This design comes from an exercise in tuning for small area on the open sky130 flow, not from production work. The RTL of this run was laid out without a check of its function. Power figures rest on the tool's default switching activity, not on a simulated workload.

==> design.v <==
module Tile_PECore (
  input [15:0] SB_T0_EAST_SB_IN_B16_0,
  input [0:0] SB_T0_EAST_SB_IN_B1_0,
  output [0:0] SB_T0_EAST_SB_OUT_B1,
  output [15:0] SB_T0_EAST_SB_OUT_B16,
  input [15:0] SB_T0_NORTH_SB_IN_B16_0,
  input [0:0] SB_T0_NORTH_SB_IN_B1_0,
  output [0:0] SB_T0_NORTH_SB_OUT_B1,
  output [15:0] SB_T0_NORTH_SB_OUT_B16,
  input [15:0] SB_T0_SOUTH_SB_IN_B16_0,
  input [0:0] SB_T0_SOUTH_SB_IN_B1_0,
  output [0:0] SB_T0_SOUTH_SB_OUT_B1,
  output [15:0] SB_T0_SOUTH_SB_OUT_B16,
  input [15:0] SB_T0_WEST_SB_IN_B16_0,
  input [0:0] SB_T0_WEST_SB_IN_B1_0,
  output [0:0] SB_T0_WEST_SB_OUT_B1,
  output [15:0] SB_T0_WEST_SB_OUT_B16,
  input [15:0] SB_T1_EAST_SB_IN_B16_0,
  input [0:0] SB_T1_EAST_SB_IN_B1_0,
  output [0:0] SB_T1_EAST_SB_OUT_B1,
  output [15:0] SB_T1_EAST_SB_OUT_B16,
  input [15:0] SB_T1_NORTH_SB_IN_B16_0,
  input [0:0] SB_T1_NORTH_SB_IN_B1_0,
  output [0:0] SB_T1_NORTH_SB_OUT_B1,
  output [15:0] SB_T1_NORTH_SB_OUT_B16,
  input [15:0] SB_T1_SOUTH_SB_IN_B16_0,
  input [0:0] SB_T1_SOUTH_SB_IN_B1_0,
  output [0:0] SB_T1_SOUTH_SB_OUT_B1,
  output [15:0] SB_T1_SOUTH_SB_OUT_B16,
  input [15:0] SB_T1_WEST_SB_IN_B16_0,
  input [0:0] SB_T1_WEST_SB_IN_B1_0,
  output [0:0] SB_T1_WEST_SB_OUT_B1,
  output [15:0] SB_T1_WEST_SB_OUT_B16,
  input [15:0] SB_T2_EAST_SB_IN_B16_0,
  input [0:0] SB_T2_EAST_SB_IN_B1_0,
  output [0:0] SB_T2_EAST_SB_OUT_B1,
  output [15:0] SB_T2_EAST_SB_OUT_B16,
  input [15:0] SB_T2_NORTH_SB_IN_B16_0,
  input [0:0] SB_T2_NORTH_SB_IN_B1_0,
  output [0:0] SB_T2_NORTH_SB_OUT_B1,
  output [15:0] SB_T2_NORTH_SB_OUT_B16,
  input [15:0] SB_T2_SOUTH_SB_IN_B16_0,
  input [0:0] SB_T2_SOUTH_SB_IN_B1_0,
  output [0:0] SB_T2_SOUTH_SB_OUT_B1,
  output [15:0] SB_T2_SOUTH_SB_OUT_B16,
  input [15:0] SB_T2_WEST_SB_IN_B16_0,
  input [0:0] SB_T2_WEST_SB_IN_B1_0,
  output [0:0] SB_T2_WEST_SB_OUT_B1,
  output [15:0] SB_T2_WEST_SB_OUT_B16,
  input [15:0] SB_T3_EAST_SB_IN_B16_0,
  input [0:0] SB_T3_EAST_SB_IN_B1_0,
  output [0:0] SB_T3_EAST_SB_OUT_B1,
  output [15:0] SB_T3_EAST_SB_OUT_B16,
  input [15:0] SB_T3_NORTH_SB_IN_B16_0,
  input [0:0] SB_T3_NORTH_SB_IN_B1_0,
  output [0:0] SB_T3_NORTH_SB_OUT_B1,
  output [15:0] SB_T3_NORTH_SB_OUT_B16,
  input [15:0] SB_T3_SOUTH_SB_IN_B16_0,
  input [0:0] SB_T3_SOUTH_SB_IN_B1_0,
  output [0:0] SB_T3_SOUTH_SB_OUT_B1,
  output [15:0] SB_T3_SOUTH_SB_OUT_B16,
  input [15:0] SB_T3_WEST_SB_IN_B16_0,
  input [0:0] SB_T3_WEST_SB_IN_B1_0,
  output [0:0] SB_T3_WEST_SB_OUT_B1,
  output [15:0] SB_T3_WEST_SB_OUT_B16,
  input [15:0] SB_T4_EAST_SB_IN_B16_0,
  input [0:0] SB_T4_EAST_SB_IN_B1_0,
  output [0:0] SB_T4_EAST_SB_OUT_B1,
  output [15:0] SB_T4_EAST_SB_OUT_B16,
  input [15:0] SB_T4_NORTH_SB_IN_B16_0,
  input [0:0] SB_T4_NORTH_SB_IN_B1_0,
  output [0:0] SB_T4_NORTH_SB_OUT_B1,
  output [15:0] SB_T4_NORTH_SB_OUT_B16,
  input [15:0] SB_T4_SOUTH_SB_IN_B16_0,
  input [0:0] SB_T4_SOUTH_SB_IN_B1_0,
  output [0:0] SB_T4_SOUTH_SB_OUT_B1,
  output [15:0] SB_T4_SOUTH_SB_OUT_B16,
  input [15:0] SB_T4_WEST_SB_IN_B16_0,
  input [0:0] SB_T4_WEST_SB_IN_B1_0,
  output [0:0] SB_T4_WEST_SB_OUT_B1,
  output [15:0] SB_T4_WEST_SB_OUT_B16,
  input  clk,
  input [31:0] config_config_addr,
  input [31:0] config_config_data,
  output [31:0] config_out_config_addr,
  output [31:0] config_out_config_data,
  output [0:0] config_out_read,
  output [0:0] config_out_write,
  input [0:0] config_read,
  input [0:0] config_write,
  output [31:0] read_config_data,
  input [31:0] read_config_data_in,
  input  reset,
  output  reset_out,
  input [3:0] stall,
  output [3:0] stall_out,
  input [15:0] tile_id
);
  assign config_out_config_addr = config_config_addr;
  assign config_out_config_data = config_config_data;
  assign config_out_read        = config_read;
  assign config_out_write       = config_write;
  assign reset_out              = reset;
  assign stall_out              = stall;
  wire [7:0]  cfg_reg  = config_config_addr[31:24];
  wire [7:0]  cfg_feat = config_config_addr[23:16];
  wire        tile_hit = (config_config_addr[15:0] == tile_id);
  wire        wr       = config_write[0] & tile_hit;
  wire [31:0] cd       = config_config_data;
  wire wr_pe   = wr & (cfg_feat == 8'd0);
  wire wr_sb1  = wr & (cfg_feat == 8'd6);
  wire wr_sb16 = wr & (cfg_feat == 8'd7);
  wire cb_reg0 = (cfg_reg == 8'd0);
  wire [15:0] in16 [0:19];
  wire        in1  [0:19];
  assign in16[0]  = SB_T0_NORTH_SB_IN_B16_0; assign in16[1]  = SB_T0_SOUTH_SB_IN_B16_0;
  assign in16[2]  = SB_T0_EAST_SB_IN_B16_0;  assign in16[3]  = SB_T0_WEST_SB_IN_B16_0;
  assign in16[4]  = SB_T1_NORTH_SB_IN_B16_0; assign in16[5]  = SB_T1_SOUTH_SB_IN_B16_0;
  assign in16[6]  = SB_T1_EAST_SB_IN_B16_0;  assign in16[7]  = SB_T1_WEST_SB_IN_B16_0;
  assign in16[8]  = SB_T2_NORTH_SB_IN_B16_0; assign in16[9]  = SB_T2_SOUTH_SB_IN_B16_0;
  assign in16[10] = SB_T2_EAST_SB_IN_B16_0;  assign in16[11] = SB_T2_WEST_SB_IN_B16_0;
  assign in16[12] = SB_T3_NORTH_SB_IN_B16_0; assign in16[13] = SB_T3_SOUTH_SB_IN_B16_0;
  assign in16[14] = SB_T3_EAST_SB_IN_B16_0;  assign in16[15] = SB_T3_WEST_SB_IN_B16_0;
  assign in16[16] = SB_T4_NORTH_SB_IN_B16_0; assign in16[17] = SB_T4_SOUTH_SB_IN_B16_0;
  assign in16[18] = SB_T4_EAST_SB_IN_B16_0;  assign in16[19] = SB_T4_WEST_SB_IN_B16_0;
  assign in1[0]  = SB_T0_NORTH_SB_IN_B1_0; assign in1[1]  = SB_T0_SOUTH_SB_IN_B1_0;
  assign in1[2]  = SB_T0_EAST_SB_IN_B1_0;  assign in1[3]  = SB_T0_WEST_SB_IN_B1_0;
  assign in1[4]  = SB_T1_NORTH_SB_IN_B1_0; assign in1[5]  = SB_T1_SOUTH_SB_IN_B1_0;
  assign in1[6]  = SB_T1_EAST_SB_IN_B1_0;  assign in1[7]  = SB_T1_WEST_SB_IN_B1_0;
  assign in1[8]  = SB_T2_NORTH_SB_IN_B1_0; assign in1[9]  = SB_T2_SOUTH_SB_IN_B1_0;
  assign in1[10] = SB_T2_EAST_SB_IN_B1_0;  assign in1[11] = SB_T2_WEST_SB_IN_B1_0;
  assign in1[12] = SB_T3_NORTH_SB_IN_B1_0; assign in1[13] = SB_T3_SOUTH_SB_IN_B1_0;
  assign in1[14] = SB_T3_EAST_SB_IN_B1_0;  assign in1[15] = SB_T3_WEST_SB_IN_B1_0;
  assign in1[16] = SB_T4_NORTH_SB_IN_B1_0; assign in1[17] = SB_T4_SOUTH_SB_IN_B1_0;
  assign in1[18] = SB_T4_EAST_SB_IN_B1_0;  assign in1[19] = SB_T4_WEST_SB_IN_B1_0;
  reg  [39:0] sb16_sel;
  reg  [39:0] sb1_sel;
  wire [15:0] out16    [0:19];
  wire        out1     [0:19];
  wire [15:0] res;
  wire        res_p;
  genvar gt, gs;
  generate
    for (gt = 0; gt < 5; gt = gt + 1) begin : g_track
      for (gs = 0; gs < 4; gs = gs + 1) begin : g_side
        localparam integer OS = (gs == 0) ? 2 : (gs == 1) ? 0 : (gs == 2) ? 1 : 3;
        localparam integer A0 = (OS == 0) ? 1 : 0;
        localparam integer A1 = (OS <= 1) ? 2 : 1;
        localparam integer A2 = (OS <= 2) ? 3 : 2;
        localparam integer K  = gt * 4 + gs;
        always @(posedge clk or posedge reset) begin
          if (reset) begin
            sb16_sel[2*K +: 2] <= 2'd0;
            sb1_sel[2*K +: 2]  <= 2'd0;
          end else begin
            if (wr_sb16 && cfg_reg == K) sb16_sel[2*K +: 2] <= cd[1:0];
            if (wr_sb1  && cfg_reg == K) sb1_sel[2*K +: 2]  <= cd[1:0];
          end
        end
        assign out16[K] = (sb16_sel[2*K +: 2] == 2'd0) ? in16[gt*4+A0] :
                          (sb16_sel[2*K +: 2] == 2'd1) ? in16[gt*4+A1] :
                          (sb16_sel[2*K +: 2] == 2'd2) ? in16[gt*4+A2] : res;
        assign out1[K]  = (sb1_sel[2*K +: 2] == 2'd0) ? in1[gt*4+A0] :
                          (sb1_sel[2*K +: 2] == 2'd1) ? in1[gt*4+A1] :
                          (sb1_sel[2*K +: 2] == 2'd2) ? in1[gt*4+A2] : res_p;
      end
    end
  endgenerate
  assign SB_T0_EAST_SB_OUT_B16  = out16[0];  assign SB_T0_NORTH_SB_OUT_B16 = out16[1];
  assign SB_T0_SOUTH_SB_OUT_B16 = out16[2];  assign SB_T0_WEST_SB_OUT_B16  = out16[3];
  assign SB_T1_EAST_SB_OUT_B16  = out16[4];  assign SB_T1_NORTH_SB_OUT_B16 = out16[5];
  assign SB_T1_SOUTH_SB_OUT_B16 = out16[6];  assign SB_T1_WEST_SB_OUT_B16  = out16[7];
  assign SB_T2_EAST_SB_OUT_B16  = out16[8];  assign SB_T2_NORTH_SB_OUT_B16 = out16[9];
  assign SB_T2_SOUTH_SB_OUT_B16 = out16[10]; assign SB_T2_WEST_SB_OUT_B16  = out16[11];
  assign SB_T3_EAST_SB_OUT_B16  = out16[12]; assign SB_T3_NORTH_SB_OUT_B16 = out16[13];
  assign SB_T3_SOUTH_SB_OUT_B16 = out16[14]; assign SB_T3_WEST_SB_OUT_B16  = out16[15];
  assign SB_T4_EAST_SB_OUT_B16  = out16[16]; assign SB_T4_NORTH_SB_OUT_B16 = out16[17];
  assign SB_T4_SOUTH_SB_OUT_B16 = out16[18]; assign SB_T4_WEST_SB_OUT_B16  = out16[19];
  assign SB_T0_EAST_SB_OUT_B1  = out1[0];  assign SB_T0_NORTH_SB_OUT_B1 = out1[1];
  assign SB_T0_SOUTH_SB_OUT_B1 = out1[2];  assign SB_T0_WEST_SB_OUT_B1  = out1[3];
  assign SB_T1_EAST_SB_OUT_B1  = out1[4];  assign SB_T1_NORTH_SB_OUT_B1 = out1[5];
  assign SB_T1_SOUTH_SB_OUT_B1 = out1[6];  assign SB_T1_WEST_SB_OUT_B1  = out1[7];
  assign SB_T2_EAST_SB_OUT_B1  = out1[8];  assign SB_T2_NORTH_SB_OUT_B1 = out1[9];
  assign SB_T2_SOUTH_SB_OUT_B1 = out1[10]; assign SB_T2_WEST_SB_OUT_B1  = out1[11];
  assign SB_T3_EAST_SB_OUT_B1  = out1[12]; assign SB_T3_NORTH_SB_OUT_B1 = out1[13];
  assign SB_T3_SOUTH_SB_OUT_B1 = out1[14]; assign SB_T3_WEST_SB_OUT_B1  = out1[15];
  assign SB_T4_EAST_SB_OUT_B1  = out1[16]; assign SB_T4_NORTH_SB_OUT_B1 = out1[17];
  assign SB_T4_SOUTH_SB_OUT_B1 = out1[18]; assign SB_T4_WEST_SB_OUT_B1  = out1[19];
  reg [24:0] cb_sel;    
  generate
    for (gt = 1; gt <= 5; gt = gt + 1) begin : g_cb
      always @(posedge clk or posedge reset) begin
        if (reset)
          cb_sel[5*(gt-1) +: 5] <= 5'd0;
        else if (wr && cfg_feat == gt && cb_reg0)
          cb_sel[5*(gt-1) +: 5] <= cd[4:0];
      end
    end
  endgenerate
  function [4:0] cb_idx(input [4:0] s);
    cb_idx = s[4] ? {3'b100, s[1:0]} : {1'b0, s[3:0]};
  endfunction
  wire [4:0]  cbi_bit0  = cb_idx(cb_sel[0 +: 5]);
  wire [4:0]  cbi_bit1  = cb_idx(cb_sel[5 +: 5]);
  wire [4:0]  cbi_bit2  = cb_idx(cb_sel[10 +: 5]);
  wire [4:0]  cbi_data0 = cb_idx(cb_sel[15 +: 5]);
  wire [4:0]  cbi_data1 = cb_idx(cb_sel[20 +: 5]);
  wire        bit0  = in1[cbi_bit0];
  wire        bit1  = in1[cbi_bit1];
  wire        bit2  = in1[cbi_bit2];
  wire [15:0] data0 = in16[cbi_data0];
  wire [15:0] data1 = in16[cbi_data1];
  wire clk_en = ~stall[0];
  reg  [15:0] inp_code;
  reg  [15:0] op_code;
  reg  [15:0] op_a_reg;
  reg  [15:0] op_b_reg;
  reg         op_d_reg, op_e_reg, op_f_reg;
  reg  [7:0]  lut;
  reg  [15:0] dbg_data;
  reg         dbg_bit;
  wire ld_ff  = wr_pe & (cfg_reg == 8'hFF);
  wire ld_a   = wr_pe & (cfg_reg == 8'hF0);
  wire ld_b   = wr_pe & (cfg_reg == 8'hF1);
  wire ld_d   = wr_pe & (cfg_reg == 8'hF3);
  wire ld_e   = wr_pe & (cfg_reg == 8'hF4);
  wire ld_f   = wr_pe & (cfg_reg == 8'hF5);
  wire ld_lut = wr_pe & (cfg_reg == 8'h00);
  wire ld_e0  = wr_pe & (cfg_reg == 8'hE0);
  wire ld_e1  = wr_pe & (cfg_reg == 8'hE1);
  wire [1:0] mode_a = inp_code[1:0];
  wire [2:0] mode_b = inp_code[4:2];
  wire [1:0] mode_d = inp_code[9:8];
  wire [1:0] mode_e = inp_code[11:10];
  wire [1:0] mode_f = inp_code[13:12];
  wire       en_acc = op_code[9];
  wire [15:0] op_a = (mode_a == 2'd2) ? data0 : op_a_reg;
  wire [15:0] op_b = (mode_b == 3'd2) ? data1 : op_b_reg;
  wire        op_d = (mode_d == 2'd2) ? bit0  : op_d_reg;
  wire        op_e = (mode_e == 2'd2) ? bit1  : op_e_reg;
  wire        op_f = (mode_f == 2'd2) ? bit2  : op_f_reg;
  wire [15:0] comp_res;
  wire        comp_res_p;
  wire        C, V;
  wire le_a = ld_a | (mode_a == 2'd3) | ((mode_a == 2'd1) & clk_en);
  wire ld_b_any = ld_b | (clk_en & en_acc);
  wire le_b = ld_b_any | (mode_b == 3'd3) | ((mode_b == 3'd1) & clk_en);
  wire le_d = ld_d | (mode_d == 2'd3) | ((mode_d == 2'd1) & clk_en);
  wire le_e = ld_e | (mode_e == 2'd3) | ((mode_e == 2'd1) & clk_en);
  wire le_f = ld_f | (mode_f == 2'd3) | ((mode_f == 2'd1) & clk_en);
  wire [15:0] val_b = ld_b ? cd[15:0] : ((en_acc & op_d) ? 16'd0 : comp_res);
  always @(posedge clk or posedge reset) begin
    if (reset) begin
      inp_code <= 16'd0;
      op_code  <= 16'd0;
      op_a_reg <= 16'd0;
      op_b_reg <= 16'd0;
      op_d_reg <= 1'b0;
      op_e_reg <= 1'b0;
      op_f_reg <= 1'b0;
      lut      <= 8'd0;
      dbg_data <= 16'd0;
      dbg_bit  <= 1'b0;
    end else begin
      if (ld_ff) begin
        inp_code <= cd[31:16];
        op_code  <= cd[15:0];
      end
      if (le_a)   op_a_reg <= ld_a ? cd[15:0] : data0;
      if (le_b)   op_b_reg <= ld_b_any ? val_b : data1;
      if (le_d)   op_d_reg <= ld_d ? cd[0] : bit0;
      if (le_e)   op_e_reg <= ld_e ? cd[0] : bit1;
      if (le_f)   op_f_reg <= ld_f ? cd[0] : bit2;
      if (ld_lut) lut      <= cd[7:0];
      if (ld_e0)  dbg_data <= cd[15:0];
      if (ld_e1)  dbg_bit  <= cd[0];
    end
  end
  wire [5:0] op        = op_code[5:0];
  wire       is_signed = op_code[6];
  reg  [15:0] add_a, add_b;
  reg         add_ci;
  wire [16:0] add_s = {1'b0, add_a} + {1'b0, add_b} + {16'd0, add_ci};
  wire [15:0] sum   = add_s[15:0];
  assign C = add_s[16];
  always @(*) begin
    add_a  = op_a;
    add_b  = op_b;
    add_ci = 1'b0;
    case (op)
      6'h00: add_ci = op_d;
      6'h01, 6'h04, 6'h05: begin add_b = ~op_b; add_ci = 1'b1; end
      6'h03: begin add_a = ~op_a; add_b = 16'd0; add_ci = 1'b1; end
      default: ;
    endcase
  end
  wire a15 = op_a[15];
  wire b15 = op_b[15];
  wire s15 = sum[15];
  wire eq  = (op_a == op_b);
  wire same_sign = ~(a15 ^ b15);
  wire lte = (same_sign & s15) | (is_signed ? (a15 & ~b15) : (~a15 & b15)) | eq;
  wire gte = (same_sign & ~s15) | (is_signed ? (~a15 & b15) : (a15 & ~b15));
  wire signed [16:0] m_a = {is_signed & a15, op_a};
  wire signed [16:0] m_b = {is_signed & b15, op_b};
  wire signed [33:0] m_full = m_a * m_b;
  wire [31:0] m = m_full[31:0];
  wire [15:0] shr_s = $signed(op_a) >>> op_b[3:0];
  wire [15:0] shr_u = op_a >> op_b[3:0];
  wire [15:0] shr = is_signed ? shr_s : shr_u;
  wire [15:0] shl = op_a << op_b[3:0];
  wire [15:0] abs_res = (s15 | ~is_signed) ? op_a : sum;
  wire mult_sovf = (a15 == b15) ? m[15] : (~m[15] & |{op_a, op_b});
  reg [15:0] res_w;
  reg        res_p_w;
  reg        ovfl;
  always @(*) begin
    res_w   = sum;
    res_p_w = C;
    ovfl    = 1'b0;
    case (op)
      6'h00: ovfl = is_signed ? (same_sign & (a15 != s15)) : C;
      6'h01: ovfl = is_signed & (~same_sign & (a15 != s15));
      6'h03: begin res_p_w = a15; res_w = abs_res; ovfl = abs_res[15]; end
      6'h04: begin res_p_w = gte; res_w = gte ? op_a : op_b; end
      6'h05: begin res_p_w = lte; res_w = lte ? op_a : op_b; end
      6'h08: res_w = op_d ? op_a : op_b;
      6'h0F: res_w = shr;
      6'h11: res_w = shl;
      6'h0B: begin res_w = m[15:0];  res_p_w = 1'b0; ovfl = is_signed ? mult_sovf : |m[31:16]; end
      6'h0C: begin res_w = m[23:8];  res_p_w = 1'b0; ovfl = is_signed ? mult_sovf : |m[31:24]; end
      6'h0D: begin res_w = m[31:16]; res_p_w = 1'b0; end
      6'h12: res_w = op_a | op_b;
      6'h13: res_w = op_a & op_b;
      6'h14: res_w = op_a ^ op_b;
      default: begin res_w = op_a; res_p_w = op_d; end
    endcase
  end
  assign comp_res   = res_w;
  assign comp_res_p = res_p_w;
  assign V = ovfl;
  wire Z = ~|comp_res;
  wire N = comp_res[15];
  wire res_lut = lut[{op_f, op_e, op_d}];
  reg  flag;
  always @(*) begin
    case (op_code[15:12])
      4'h0: flag = Z;
      4'h1: flag = ~Z;
      4'h2: flag = C;
      4'h3: flag = ~C;
      4'h4: flag = N;
      4'h5: flag = ~N;
      4'h6: flag = V;
      4'h7: flag = ~V;
      4'h8: flag = C & ~Z;
      4'h9: flag = ~C | Z;
      4'hA: flag = (N == V);
      4'hB: flag = (N != V);
      4'hC: flag = ~Z & (N == V);
      4'hD: flag = Z | (N != V);
      4'hE: flag = res_lut;
      default: flag = comp_res_p;
    endcase
  end
  assign res   = en_acc ? op_b : comp_res;
  assign res_p = flag;
  reg [31:0] pe_rd;
  always @(*) begin
    case (cfg_reg)
      8'h00: pe_rd = {24'd0, lut};
      8'hE0: pe_rd = {16'd0, dbg_data};
      8'hE1: pe_rd = {31'd0, dbg_bit};
      8'hF0: pe_rd = {16'd0, op_a_reg};
      8'hF1: pe_rd = {16'd0, op_b_reg};
      8'hF3: pe_rd = {31'd0, op_d_reg};
      8'hF4: pe_rd = {31'd0, op_e_reg};
      8'hF5: pe_rd = {31'd0, op_f_reg};
      8'hFF: pe_rd = {inp_code, op_code};
      default: pe_rd = 32'd0;
    endcase
  end
  wire [4:0] sb_ri = cb_idx(cfg_reg[4:0]);
  wire [1:0] sb16_rd = sb16_sel[2*sb_ri +: 2];
  wire [1:0] sb1_rd  = sb1_sel[2*sb_ri +: 2];
  reg [31:0] rd;
  always @(*) begin
    case (cfg_feat[2:0])
      3'd0: rd = pe_rd;
      3'd1: rd = {27'd0, cb_sel[0 +: 5]};
      3'd2: rd = {27'd0, cb_sel[5 +: 5]};
      3'd3: rd = {27'd0, cb_sel[10 +: 5]};
      3'd4: rd = {27'd0, cb_sel[15 +: 5]};
      3'd5: rd = {27'd0, cb_sel[20 +: 5]};
      3'd6: rd = {30'd0, sb1_rd};
      default: rd = {30'd0, sb16_rd};
    endcase
  end
  wire rd_en = config_read[0] & tile_hit & (cfg_feat < 8'd8);
  assign read_config_data = (rd_en ? rd : 32'd0) | read_config_data_in;
endmodule
==> flow/run.sh <==
#!/bin/bash
set -euo pipefail
bash standard.sh "BUFFER_PORTS_ARGS=-buffer_cell sky130_fd_sc_hd__buf_1" finish > make_finish.log 2>&1
==> standard.sh <==
#!/bin/bash
# synth_recipe.tcl (not shown) runs the flow's synth.tcl, then flattens the netlist and writes it again
# the make line also repeats each setting of config.mk as NAME=value (left out here)
make -C /OpenROAD-flow-scripts/flow DESIGN_CONFIG=/design/flow/config.mk WORK_HOME=/design/flow/orfs CLKGATE_MAP_FILE= SYNTH_SCRIPT=/design/flow/synth_recipe.tcl "${@:-finish}"
==> config.mk <==
export PLATFORM = sky130hd
export DESIGN_NAME = Tile_PECore
export DESIGN_NICKNAME = Tile_PECore
export VERILOG_FILES = /design/flow/design.v
export SDC_FILE = /design/flow/constraint.sdc
export NUM_CORES = 4
export LEC_CHECK = 0
export CAP_MARGIN = 20
export CORE_MARGIN = 2
export CORE_UTILIZATION = 40
export SLEW_MARGIN = 20
==> constraint.sdc <==
create_clock -name core_clock -period 25.0 [get_ports {clk}]
set_input_delay 5.0000 -clock core_clock [delete_from_list [all_inputs] [get_ports {clk}]]
set_output_delay 5.0000 -clock core_clock [all_outputs]
set_load 0.01 [all_outputs]
==> results.txt <==
==> final timing paths <==
| path | slack [ns] | endpoint | cells past startpoint | startpoint |
|---|---|---|---|---|
| setup / recovery | 2.66 | SB_T3_SOUTH_SB_OUT_B1[0] | 39 | SB_T3_SOUTH_SB_IN_B16_0[15] |
| hold / removal | 0.52 | op_code[7] | 1 | op_code[7] |
| setup reg to reg | 11.60 | op_b_reg[15] | 35 | cb_sel[17] |
| hold reg to reg | 0.52 | op_code[7] | 1 | op_code[7] |
| max in group asynchronous | 18.60 | sb16_sel[4] | 3 | reset |
| min in group asynchronous | 4.70 | inp_code[14] | 2 | reset |
==> logic make-up (layout without fill, tap and decap cells) <==
family | Yosys count | after routing
simple gates | 1311 | 1311
compound gates | 881 | 881
buf+inv | 862 | 1515
mux | 729 | 729
fa+ha+maj | 417 | 417
flops | 197 | 197
xor+xnor | 84 | 84
other cells | 0 | 28
==> layer usage <==
| metal | wire (um) | part of all wire (%) | up-vias |
|---|---|---|---|
| met3 | 41800 | 15 | 972 |
| met5 | 310 | 0.11 | - |
| met2 | 113000 | 40 | 4431 |
| li1 | - | - | 17833 |
| met1 | 106000 | 37 | 23907 |
| met4 | 21600 | 7.6 | 28 |
==> synth_stat cells, types with 29 or more instances <==
master / n / area (um2)
buf_2: 56 / 280
nor4_1: 38 / 238
o21ai_0: 155 / 776
nand4_1: 54 / 338
a221oi_1: 49 / 429
o22ai_1: 48 / 300
dfrtp_1: 197 / 4930
mux2_2: 210 / 2360
clkbuf_1: 251 / 942
a21o_1: 32 / 240
buf_4: 81 / 608
nor2b_1: 29 / 181
nor2_1: 336 / 1260
buf_1: 70 / 263
fa_1: 284 / 5690
xnor2_1: 55 / 482
nor3_1: 88 / 440
mux2i_1: 144 / 1440
xor2_1: 29 / 254
a21oi_1: 151 / 756
inv_1: 375 / 1410
and3_1: 84 / 526
nand2b_1: 44 / 275
nand2_1: 369 / 1390
a211oi_1: 31 / 233
nand3_1: 110 / 551
o211ai_1: 30 / 225
mux4_2: 365 / 8220
ha_1: 133 / 1660
a22oi_1: 82 / 616
==> power breakdown <==
part	internal, mW	leakage [nW]	switching [mW]	total (mW)
logic	0.117	15.5	0.310	0.427
clock network	0.145	0.322	0.169	0.314
registers	0.321	2.67	0.00464	0.325
==> final cells by class <==
type | instances | area, um2
Fill cell | 10314 | 56400
Multi-Input combinational cell | 3422 | 33400
Sequential cell | 197 | 4940
Timing Repair Buffer | 1092 | 4850
Tap cell | 1380 | 1730
Inverter | 391 | 1480
Clock buffer | 17 | 425
Clock inverter | 15 | 241
Antenna cell | 28 | 70.1
==> per-stage QoR <==
| step | instance area (um2) | utilization, % | cells |
|---|---|---|---|
| final | 47100 | 45.5 | 6542 |
| after global routing | 47100 | 45.5 | 6524 |
| after CTS | 47000 | 45.4 | 6512 |
| after detailed placement | 46300 | 44.8 | 6480 |
| after global placement | 46300 | 44.8 | 6478 |
| after floorplan | 41800 | - | 4481 |
==> impl_metrics.ini <==
[sta]
maxClockFrequency_ghz = 0.0448
timing.final.ws_setup_ns = 2.66
worst_pin_slew_ns = 1.39
post-route-min-period_ns = 22.34
post_route_clock_skew_ns = 0.0103
rsz_0062_raised_after_global_routing = false
worst_slew_margin_rel_pct = 6.58
slew_viol_final = 0
worst_hold_slack_ns = 0.518
timing.final.crit_share_pct = 89.4
setup_viol_count_final = 0
totalNegativeSetupSlack_ns = 0
finalHoldViolCount = 0

[floorplanning]
start_util_pct = 40.3
floorplan.core_area_um2 = 103000
dieArea_um2 = 107000
floorplan.die.width_um = 327
fp.dieH_um = 327
num_rows = 118
io_pins = 903

[synth]
synth-edff-count = 0
syn_avg_cell_area_um2 = 9.32
synth_cell_types = 106
synthArstFlopShare_pct = 100
gate_count_of_the_mapped_netlist = 4481
synth_adder_area_share_pct = 17.6
syn_nets = 5358
synth_top_family_by_area = multiplexers
synth_simple_gate_area_share_pct = 15.5
synth_area_um2 = 41800
postSynthRegisterBits = 197
post_synth_xor_area_fraction_pct = 1.76
compound_cell_area_share_of_the_yosys_netlist_pct = 15.3
portion_of_netlist_area_occupied_by_mux_cells_pct = 29.1
yosys_most_used_dff = dfrtp_1
seq_area_frac_synth_pct = 11.8
yosysWarningCount = 1

[power]
vdd_drop_max_mv = 0.0480
p_per_area_nw_per_um2 = 22.6
p_leak_nw = 18.5
report.power.total_mw = 1.07

[clock_network]
cts_num_sinks = 197
cts_resized = 0
maximum_clock_path_buffer_count = 2
tritoncts = done
post-cts-setup-buffers = 0
hold_buffers = 0
clkTransAtPathRegs_ns = 0.08
clk_latency_ns = 0.48
cts_buffers = 17
clock_tree.htree_level_count = 4
clk_root_buffer_cell = clkbuf_16

[global_routing]
grt_antenna_before_repair = 48
global_route.usage.total_pct = 51.1
grt_pass1_vias = 44480
use_met2_pct = 71.7
pin_count_of_the_biggest_net_entering_global_routing = 123
met1_capacity_usage_during_global_routing_pct = 66.1
grt_util_met3_pct = 20.7
top_usage_layer = met2
overflow = 0
global_route_wire_length_before_repair_mm = 378

[setup_path]
timing.critical_path.from_type = input port
critPathMaxStageDelay_ns = 0.91
critPathTopFamily = compound AO/OA/AOI/OAI gates
critPathKind = in2out
setup.worst_path.end_class = output pin
worstPathRequired_ns = 20.00
worst_ep_arrival_time_ns = 17.34
crit_path_top_delay_cell = a221oi_1
timing.critical_path.fanout_max = 21
timing.critical_path.buf_inv = 10

[placement]
setup_slack_at_placement_ns = 3.09
place_congestion = 1.09
io_buffers = 896
place.detailed.hpwl_mm = 222

[drt]
first_pass_iters = 6
detailroute.via_count = 47171
dr.first_iter.drc_count = 7547
drtAntennaViolNets = 0
finalWirelength_mm = 282
vias_per_cell = 7.21
drc = 0
avgRoutedWirePerCell_um = 43.1

[final_layout]
areaGrowthSynthToFinish_pct = 12.8
layout-drive-gt1-share_pct = 18.5
num-nets-final = 5998
final_common_cell = buf_1
layout.cells.most_common_list = buf_1 (892), inv_1 (374), nand2_1 (369), mux4_2 (365), nor2_1 (332)
biggestRegsByFlops = sb16_sel x40, sb1_sel x40, cb_sel x25

[run]
cap_violations = 0

[run_status]
run_status = finished clean

[min_path]
worstHoldPathType = reg2reg

## separate check: timing with driven ports
The results above use ideal ports. As a check the final layout listed here was re-extracted and re-timed, cells and wires unchanged.
Step 1, drivers: a clkbuf_16 drives clk and a buf_2 each remaining input, both assumed.
Step 2 also shifts input and output timing later by t, the mid clock arrival at the registers, as if the neighbouring blocks saw the same clock.
Three values: ideal ports, drivers, drivers and shift; two values: the first two.
t, ns: 0.536
setup slack, ns: 2.658 / 2.538 / 2.538
slew at the worst register clock pin (ns): 0.10 / 0.10
After both steps this run still meets setup and hold. For this run, drivers alone change the setup slack by -0.120 ns; drivers and shift together by -0.120 ns.
